This design comes from an exercise in tuning for small area on the open sky130 flow, not from production work.
Function was checked by simulation only, so behaviour that the tests miss may differ from the original.
Power is estimated from default activity; no workload was simulated.

## flow/design.v (module list and top-level ports; edited modules follow where they fit)
// module tv80_alu: 356 lines
// module tv80_mcode: 2186 lines
// module tv80_reg: 41 lines
// module tv80_core: 1188 lines
// module tv80a: 135 lines
module tv80a ( 
  m1_n, mreq_n, iorq_n, rd_n, wr_n, rfsh_n, halt_n, busak_n, A, dout,
  reset_n, clk, wait_n, int_n, nmi_n, busrq_n, di
  );
  // ...
==> flow/flow/run.sh <==
#!/bin/bash
# Own flow: the standard layout (standard.sh), with these changes:
#  - synthesis maps the combinational logic of each module with an
#    area-oriented abc script (see my_synth.tcl; registers are mapped before
#    abc, exactly as in the standard synthesis), and leaves adders to abc
#    instead of mapping them to full/half-adder cells first;
#  - ports are buffered with the smallest buffer;
#  - CTS uses no dummy loads and clkbuf_8 buffers.
# Each tool's output goes to a log file in this folder.
set -euo pipefail
W=$(pwd)
F=$W/flow
export MY_ABC_SCRIPT=$F/abc_area_deep.script
CTS="-sink_clustering_enable -repair_clock_nets -dont_use_dummy_load -buf_list sky130_fd_sc_hd__clkbuf_8 -sink_clustering_size 12 -sink_clustering_max_diameter 80"
bash standard.sh SYNTH_SCRIPT=$F/my_synth.tcl ADDER_MAP_FILE= "CTS_ARGS=$CTS" \
  "BUFFER_PORTS_ARGS=-buffer_cell sky130_fd_sc_hd__buf_1" finish > $W/flow_make.log 2>&1
cp orfs/logs/sky130hd/tv80a/base/*.log $W/ 2>/dev/null || true
test -f out/final.def
==> flow/flow/abc_area_deep.script <==
&get -n
&st
&deepsyn -T 30
&st
&deepsyn -T 30 -S 3
&dch -f
&nf -a -p -F 8 -A 4
&put
mfs2 -a
&get -n
&st
&dch -f
&nf -a -p -F 8 -A 4
&put
mfs2 -a
&get -n
&st
&dch -f
&nf -a -p -F 8 -A 4
&put
topo
==> flow/flow/my_synth.tcl <==
# The standard synthesis script (synth_recipe.tcl), with one change: the
# combinational logic is mapped by abc with an area-oriented script
# (flow/abc_area_deep.script) instead of ORFS's speed script. Registers are
# mapped before abc, so they are the same as the standard synthesis's.
proc synth {args} { yosys synth -nofsm -noshare {*}$args }
proc abc {args} {
  set i [lsearch $args -script]
  lset args [expr {$i+1}] $::env(MY_ABC_SCRIPT)
  set j [lsearch $args -D]
  if {$j >= 0} { set args [lreplace $args $j [expr {$j+1}]] }
  puts "my_synth: abc $args"
  yosys abc {*}$args
}
source $::env(SCRIPTS_DIR)/synth.tcl
# left out here: clear keep_hierarchy, flatten, clean up, hide names made inside functions, write 1_2_yosys.v
==> flow/standard.sh <==
#!/bin/bash
# synth_recipe.tcl (not shown) runs the flow's synth.tcl, then flattens the netlist and writes it again
# the make line also repeats each setting of config.mk as NAME=value (left out here)
make -C /OpenROAD-flow-scripts/flow DESIGN_CONFIG=/design/flow/config.mk WORK_HOME=/design/flow/orfs CLKGATE_MAP_FILE= SYNTH_SCRIPT=/design/flow/synth_recipe.tcl "${@:-finish}"
==> flow/config.mk <==
export PLATFORM = sky130hd
export DESIGN_NAME = tv80a
export DESIGN_NICKNAME = tv80a
export VERILOG_FILES = /design/flow/design.v
export SDC_FILE = /design/flow/constraint.sdc
export NUM_CORES = 4
export LEC_CHECK = 0
export CAP_MARGIN = 25
export CORE_MARGIN = 2
export CORE_UTILIZATION = 35
export GPL_TIMING_DRIVEN = 0
export PLACE_DENSITY = 0.7
export SLEW_MARGIN = 18
export SYNTH_HIERARCHICAL = 1
export SYNTH_MINIMUM_KEEP_SIZE = 0
==> flow/constraint.sdc <==
create_clock -name core_clock -period 20.0 [get_ports {clk}]
set_input_delay 4.0000 -clock core_clock [delete_from_list [all_inputs] [get_ports {clk}]]
set_output_delay 4.0000 -clock core_clock [all_outputs]
set_load 0.01 [all_outputs]
==> results.sh, run 1 <==
export IMPL_drc=0
export IMPL_num_nets_final=3078
export IMPL_routabilityCongestion=1.04
export IMPL_final_seq_area_um2=9420
export IMPL_top_layer="met5"
export IMPL_grt_busiest_layer="met2"
export IMPL_seq_area_share_pct=34.5
export IMPL_nMultiInputCombCells=2509
export IMPL_mostFrequentLayoutCell="nor2_1"
export IMPL_synth_avg_cell_area_um2=8.44
export IMPL_wl_met2_um=47600
export IMPL_postLayoutCellArea_um2=27300
export IMPL_cp_slowest_cell="a2111oi_0"
export IMPL_start_util_pct=35.4
export IMPL_reg_largest_list="i_tv80_core.i_reg.RegsH: 64 flops, i_tv80_core.i_reg.RegsL: 64 flops"
export IMPL_drt_total_wl_um=112000
export IMPL_hold_viol=0
export IMPL_status="complete, no violations"
export IMPL_combPwrFrac_pct=61.3
export IMPL_signal_buffers=116
export IMPL_clk_latency_ps=650
export IMPL_seq_cells=345
export IMPL_coreArea_um2=68700
export IMPL_clockNetworkAreaShare_pct=1.96
export IMPL_inverters=51
export IMPL_crit_family="compound AO/OA/AOI/OAI gates"
export IMPL_clkSlewWorstSetupHoldPaths_ps=80
export IMPL_fill_cells=7036
export IMPL_hold_ws_ps=478
export IMPL_drive_above_1_share_pct=6.34
export IMPL_drv_cap=0
export IMPL_relSlewSlack_pct=22.9
export IMPL_largest_class="multi-input combinational cells"
export IMPL_timing_final_max_slew_violations=0
export IMPL_crit_chain="o21bai_1 > a2111oi_0 > nor2_1 > buf_1"
export IMPL_cts_buffers=38
export IMPL_ios=46
export IMPL_worstHoldStart="i_tv80_core.Ap[5]"
export IMPL_cp_depth=4
export IMPL_postRouteAntennaNets=0
export IMPL_multi_input_area_share_pct=54.6
export IMPL_use_met3_pct=8.27
export IMPL_rsz0062_at_grt="false"
==> run 2, diff against run 1 <==
==> flow/flow/abc_area_deep.script (replaced) <==
&get -n
&st
&deepsyn -T 60
&st
&deepsyn -T 60 -S 3
&dch -f
&nf -a -p -F 8 -A 4
&put
mfs2 -a
&get -n
&st
&dch -f
&nf -a -p -F 8 -A 4
&put
mfs2 -a
&get -n
&st
&dch -f
&nf -a -p -F 8 -A 4
&put
topo
--- a/flow/config.mk
+++ b/flow/config.mk
@@ -9,7 +9,6 @@
 export CORE_MARGIN = 2
 export CORE_UTILIZATION = 35
 export GPL_TIMING_DRIVEN = 0
-export PLACE_DENSITY = 0.7
 export SLEW_MARGIN = 18
 export SYNTH_HIERARCHICAL = 1
 export SYNTH_MINIMUM_KEEP_SIZE = 0
==> run 2 against run 1 <==
Sequential share of layout area grew 0.073 points. Cell area shrank 0.20%. Total power decreased by 1.5%. Clock power hardly changed. Via count decreased by 1.5%. Clock skew is 33 ps higher. Synthesized cell count decreased by 1.1%. Global-route usage is 0.79 points higher. Routed wire length rose by 2.7%. Utilization down 0.078 points. Cell count shrank 0.95%. Count of clock-buffer cells in the layout decreased by 1. Critical path type unchanged.
==> results.sh, run 2 <==
export IMPL_hold_buffers=0
export IMPL_cp_max_fo=2
export IMPL_routabilityCongestion=1.03
export IMPL_grt_total_usage_pct=31.3
export IMPL_dieWidth_um=268
export IMPL_fill_cells=7075
export IMPL_hold_viol=0
export IMPL_synth_cell_area_um2=24300
export IMPL_post_cts_resized=0
export IMPL_p_switching_w=0.00233
export IMPL_fin_ws_ps=4290
export IMPL_grt_max_degree=65
export IMPL_grt_pass1_wl_um=168000
export IMPL_cts_root_buf="clkbuf_8"
export IMPL_seqPwrFrac_pct=28.1
export IMPL_critPathLaunchType="flip-flop"
export IMPL_end_kind="output port"
export IMPL_start_util_pct=35.4
export IMPL_power_density_nw_per_um2=160
export IMPL_firstDrtPassIters=10
export IMPL_cts_buffers=37
export IMPL_combPwrFrac_pct=62.1
export IMPL_final_util_pct=39.7
export IMPL_clk_latency_ps=690
export IMPL_tritoncts="built"
export IMPL_ys_warn_count=11
export IMPL_drive_above_1_share_pct=6.38
export IMPL_die_area_um2=71600
export IMPL_coreArea_um2=68700
export IMPL_drv_cap=0
export IMPL_crit_type="flip-flop to output port"
export IMPL_required_ps=16000
export IMPL_cp_data_arrival_time_ps=11710
export IMPL_final_cell_mix="nor2_1, nand2_1, o21ai_0, o22ai_1, a21oi_1"
export IMPL_synth_avg_cell_area_um2=8.53
export IMPL_h_tree_depth=2
export IMPL_setup_violations_final=0
export IMPL_rsz0062_at_grt="false"
export IMPL_setup_tns_ps=0
export IMPL_drt_total_wl_um=115000
export IMPL_syn_to_final_growth_pct=12.0
export IMPL_pre_cts_ws_ps=4960
export IMPL_tightest_slew_ps=1280
export IMPL_cts_buffer_depth=3
export IMPL_wl_per_cell_um=29.0
export IMPL_antenna_found_initial=3
export IMPL_post_dp_cell_area_um2=26600
export IMPL_vias=26900
export IMPL_postLayoutCellArea_um2=27200
export IMPL_p_leak_nw=9.52
export IMPL_status="complete, no violations"
export IMPL_reg_largest_list="i_tv80_core.i_reg.RegsH: 64 flops, i_tv80_core.i_reg.RegsL: 64 flops"
export IMPL_dp_hpwl_um=83200
export IMPL_synthCells=2852
export IMPL_finClkSkew_ps=92.6
export IMPL_grt_overflow_total=0
export IMPL_postCtsSetupRepairBufs=0
export IMPL_drc=0
export IMPL_grt_pass1_vias=24700
export IMPL_power_w=0.00436
export IMPL_clkSlewWorstSetupHoldPaths_ps=90
export IMPL_hp_class="flip-flop to flip-flop"
export IMPL_clkPwrFrac_pct=9.8
export IMPL_mostFrequentLayoutCell="nor2_1"
export IMPL_first_iter_violations=4282
export IMPL_vdd_ir_drop_max_uv=123
export IMPL_p_int_w=0.00202
export IMPL_ios=46
export IMPL_num_nets_final=3041
export IMPL_vias_per_cell=6.80
export IMPL_timing_final_max_slew_violations=0
export IMPL_port_buffer_count=45
export IMPL_num_rows=96
export IMPL_clkSinkCount=345
export IMPL_swShare_pct=53.6
export IMPL_relSlewSlack_pct=14.7
export IMPL_die_h_um=268
export IMPL_postRouteAntennaNets=0
## run 2: worst paths after layout
check / slack (ps) / startpoint / end / cells after the start
max: 4290 / tstate_r[1] / rd_n / 4
min in group asynchronous: 3320 / reset_n / i_tv80_core.mcycles[1] / 1
min reg2reg: 470 / i_tv80_core.Ap[3] / i_tv80_core.Ap[3] / 2
min: 470 / i_tv80_core.Ap[3] / i_tv80_core.Ap[3] / 2
max reg2reg: 6990 / i_tv80_core.IR[1] / i_tv80_core.i_reg.RegsH[7][3] / 33
max in group asynchronous: 15300 / reset_n / i_tv80_core.ACC[3] / 5
## run 2: area by class of cell
type / instances / area [µm²] / share of cell area [%]
Antenna cell: 1 / 2.50 / 0.00918
Buffer: 2 / 7.51 / 0.0276
Clock buffer: 37 / 509 / 1.87
Clock inverter: 3 / 11.3 / 0.0413
Inverter: 52 / 200 / 0.735
Multi-Input combinational cell: 2475 / 14900 / 54.7
Sequential cell: 345 / 9430 / 34.6
Tap cell: 931 / 1160 / 4.28
Timing Repair Buffer: 111 / 1020 / 3.76
## run 2: worst max-delay path, stage by stage (launching register included)
cell	delay, ps
dfxtp_1	320
o21bai_1	80
a2111oi_0	460
nor2_1	100
buf_1	140
## run 2: power by group through the flow
stage                      Clock [W]  Combinational, W  Sequential (W)
final                       0.000426           0.00271         0.00123
after global routing        0.000459           0.00286         0.00124
after CTS                   0.000430           0.00258         0.00122
after detailed placement  0.00000131           0.00256         0.00123
after global placement    0.00000131           0.00243         0.00128
after floorplan           0.00000131           0.00167         0.00110
## run 2: metrics by stage
step,hold WS (ps),cells
after floorplan,438,2875
after global placement,448,3851
after detailed placement,455,3905
after CTS,469,3944
after global routing,482,3957
final,471,3957
## run 2: routing by layer
layer / track usage [%] / share of wire [%]
met5: 0 / 0.025
met4: 16.9 / 6.3
met3: 6.30 / 11
met2: 47.4 / 43
met1: 41.8 / 40
==> run 3, diff against run 2 <==
--- a/flow/flow/run.sh
+++ b/flow/flow/run.sh
@@ -11,7 +11,7 @@
 W=$(pwd)
 F=$W/flow
 export MY_ABC_SCRIPT=$F/abc_area_deep.script
-CTS="-sink_clustering_enable -repair_clock_nets -dont_use_dummy_load -buf_list sky130_fd_sc_hd__clkbuf_8 -sink_clustering_size 12 -sink_clustering_max_diameter 80"
+CTS="-sink_clustering_enable -repair_clock_nets -dont_use_dummy_load -buf_list sky130_fd_sc_hd__clkbuf_8 -sink_clustering_size 14 -sink_clustering_max_diameter 80"
 bash standard.sh SYNTH_SCRIPT=$F/my_synth.tcl ADDER_MAP_FILE= "CTS_ARGS=$CTS" \
   "BUFFER_PORTS_ARGS=-buffer_cell sky130_fd_sc_hd__buf_1" finish > $W/flow_make.log 2>&1
 cp orfs/logs/sky130hd/tv80a/base/*.log $W/ 2>/dev/null || true
==> flow/flow/abc_area_deep.script (replaced) <==
&get -n
&st
&deepsyn -T 30
&st
&deepsyn -T 30 -S 3
&dch -f
&nf -a -p -F 8 -A 4
&put
mfs2 -a
&get -n
&st
&dch -f
&nf -a -p -F 8 -A 4
&put
mfs2 -a
&get -n
&st
&dch -f
&nf -a -p -F 8 -A 4
&put
topo
--- a/flow/config.mk
+++ b/flow/config.mk
@@ -9,6 +9,6 @@
 export CORE_MARGIN = 2
 export CORE_UTILIZATION = 35
 export GPL_TIMING_DRIVEN = 0
-export SLEW_MARGIN = 18
+export SLEW_MARGIN = 16
 export SYNTH_HIERARCHICAL = 1
 export SYNTH_MINIMUM_KEEP_SIZE = 0
==> run 3 against run 2 <==
First-iteration DRC count up 4.3%. Largest power group unchanged. Still clean on timing, DRC and antenna. Count of clock-buffer cells in the layout down 3. Via count up 1.5%. Critical path depth unchanged. Register-to-register slack better by 180 ps. Die area about the same.
==> results.sh, run 3 <==
export IMPL_num_nets_final=3072
export IMPL_whs_path_depth=2
export IMPL_worstHoldStart="i_tv80_core.Ap[5]"
export IMPL_fill_cells=7172
export IMPL_num_rows=96
export IMPL_setup_tns_ps=0
export IMPL_tightest_slew_ps=1130
export IMPL_firstDrtPassIters=10
export IMPL_rsz0062_at_grt="false"
export IMPL_finClkSkew_ps=114
export IMPL_start_util_pct=35.4
export IMPL_die_h_um=268
export IMPL_h_tree_depth=2
export IMPL_final_cell_mix="nor2_1, nand2_1, o21ai_0, a21oi_1, o22ai_1"
export IMPL_cts_buffer_depth=3
export IMPL_reg2reg_from="i_tv80_core.IR[7]"
export IMPL_syn_to_final_growth_pct=12.1
export IMPL_p_leak_nw=9.47
export IMPL_cts_root_buf="clkbuf_8"
export IMPL_drc=0
export IMPL_grt_total_usage_pct=31.0
export IMPL_fin_ws_ps=4280
export IMPL_routabilityCongestion=1.02
export IMPL_mostFrequentLayoutCell="nor2_1"
export IMPL_cp_data_arrival_time_ps=11720
export IMPL_drv_cap=0
export IMPL_timing_final_max_slew_violations=0
export IMPL_post_cts_resized=0
export IMPL_dp_hpwl_um=82400
export IMPL_status="complete, no violations"
export IMPL_first_iter_violations=4466
export IMPL_reg_largest_list="i_tv80_core.i_reg.RegsH: 64 flops, i_tv80_core.i_reg.RegsL: 64 flops"
export IMPL_setup_violations_final=0
export IMPL_postCtsSetupRepairBufs=0
export IMPL_dieWidth_um=268
export IMPL_clkPwrFrac_pct=9.5
export IMPL_swShare_pct=52.8
export IMPL_antenna_found_initial=3
export IMPL_pre_cts_ws_ps=4920
export IMPL_clkSlewWorstSetupHoldPaths_ps=90
export IMPL_crit_type="flip-flop to output port"
export IMPL_clkSinkCount=345
export IMPL_clk_latency_ps=680
export IMPL_synth_cell_area_um2=24300
export IMPL_coreArea_um2=68700
export IMPL_cp_max_fo=2
export IMPL_relSlewSlack_pct=24.5
export IMPL_drive_above_1_share_pct=6.48
export IMPL_reg2regPathDepth=30
export IMPL_cts_buffers=34
export IMPL_p_switching_w=0.00228
export IMPL_hp_class="flip-flop to flip-flop"
export IMPL_postRouteAntennaNets=0
export IMPL_tritoncts="built"
export IMPL_vias_per_cell=6.85
export IMPL_synth_avg_cell_area_um2=8.45
export IMPL_seqPwrFrac_pct=29.5
export IMPL_ys_warn_count=11
export IMPL_p_int_w=0.00204
export IMPL_grt_pass1_vias=24800
export IMPL_regToRegSetupSlack_ps=7170
export IMPL_critPathLaunchType="flip-flop"
export IMPL_end_kind="output port"
export IMPL_die_area_um2=71600
export IMPL_grt_max_degree=38
export IMPL_vdd_ir_drop_max_uv=179
export IMPL_combPwrFrac_pct=61.1
export IMPL_hold_viol=0
export IMPL_vias=27300
export IMPL_power_density_nw_per_um2=159
export IMPL_hold_path_end="i_tv80_core.Ap[5]"
export IMPL_drt_total_wl_um=114000
export IMPL_timing_rr_end="i_tv80_core.i_reg.RegsH[7][6]"
export IMPL_grt_pass1_wl_um=167000
export IMPL_synthCells=2877
export IMPL_grt_overflow_total=0
export IMPL_ios=46
export IMPL_wl_per_cell_um=28.6
export IMPL_required_ps=16000
export IMPL_hold_buffers=0
export IMPL_port_buffer_count=45
==> run 3: worst max-delay path: stages (launching register included) <==
cell       delay [ps]
dfxtp_1           310
o21bai_1           90
a2111oi_0         440
nor2_1             80
buf_1             140
==> run 3: per-stage QoR <==
stage          utilization [%]  hold WS [ps]  cell area (µm²)  total power, W  instances
2_1_floorplan                -           434            24400         0.00278       2902
5_1_grt                   39.7           501            27200         0.00450       3988
4_1_cts                   39.6           473            27200         0.00420       3981
3_5_place_dp              38.9           458            26700         0.00379       3945
3_3_place_gp              37.4           451            25700         0.00368       3878
6_report                  39.7           470            27200         0.00432       3988
==> run 3: worst max path at each step <==
stage	cells after the start	end	slack, ps	from
final	4	rd_n	4280	tstate_r[2]
after global routing	4	rd_n	4190	tstate_r[2]
after CTS	4	rd_n	4240	tstate_r[2]
after detailed placement	4	rd_n	4920	tstate_r[2]
after global placement	29	i_tv80_core.i_reg.RegsH[1][6]	4330	i_tv80_core.IR[3]
after floorplan	3	rd_n	5120	tstate_r[2]
==> run 3: routing by layer <==
| layer | global-route usage (%) | wire length, µm | up-vias |
|---|---|---|---|
| met5 | 0 | 0 | - |
| met2 | 46.5 | 48200 | 1983 |
| met4 | 18.3 | 7900 | 0 |
| met1 | 41.4 | 44500 | 13100 |
| met3 | 6.43 | 13500 | 457 |
| li1 | - | - | 11800 |
==> run 3: layout make-up <==
class	instances	area [µm²]	area share, %
diodes	1	2.50	0.00919
clock buffers	34	468	1.72
well taps	931	1160	4.28
clock inverters	3	11.3	0.0413
plain buffers	2	7.51	0.0276
multi-input cells	2501	14900	54.6
inverters	53	200	0.735
flip-flops and latches	345	9420	34.6
repair buffers	118	1080	3.95
==> run 3: power groups by stage <==
stage / Sequential, W / Combinational (W) / Clock (W)
3_5_place_dp: 0.00127 / 0.00252 / 0.00000131
2_1_floorplan: 0.00114 / 0.00164 / 0.00000131
3_3_place_gp: 0.00130 / 0.00238 / 0.00000131
4_1_cts: 0.00125 / 0.00253 / 0.000416
6_report: 0.00127 / 0.00264 / 0.000409
5_1_grt: 0.00128 / 0.00279 / 0.000438
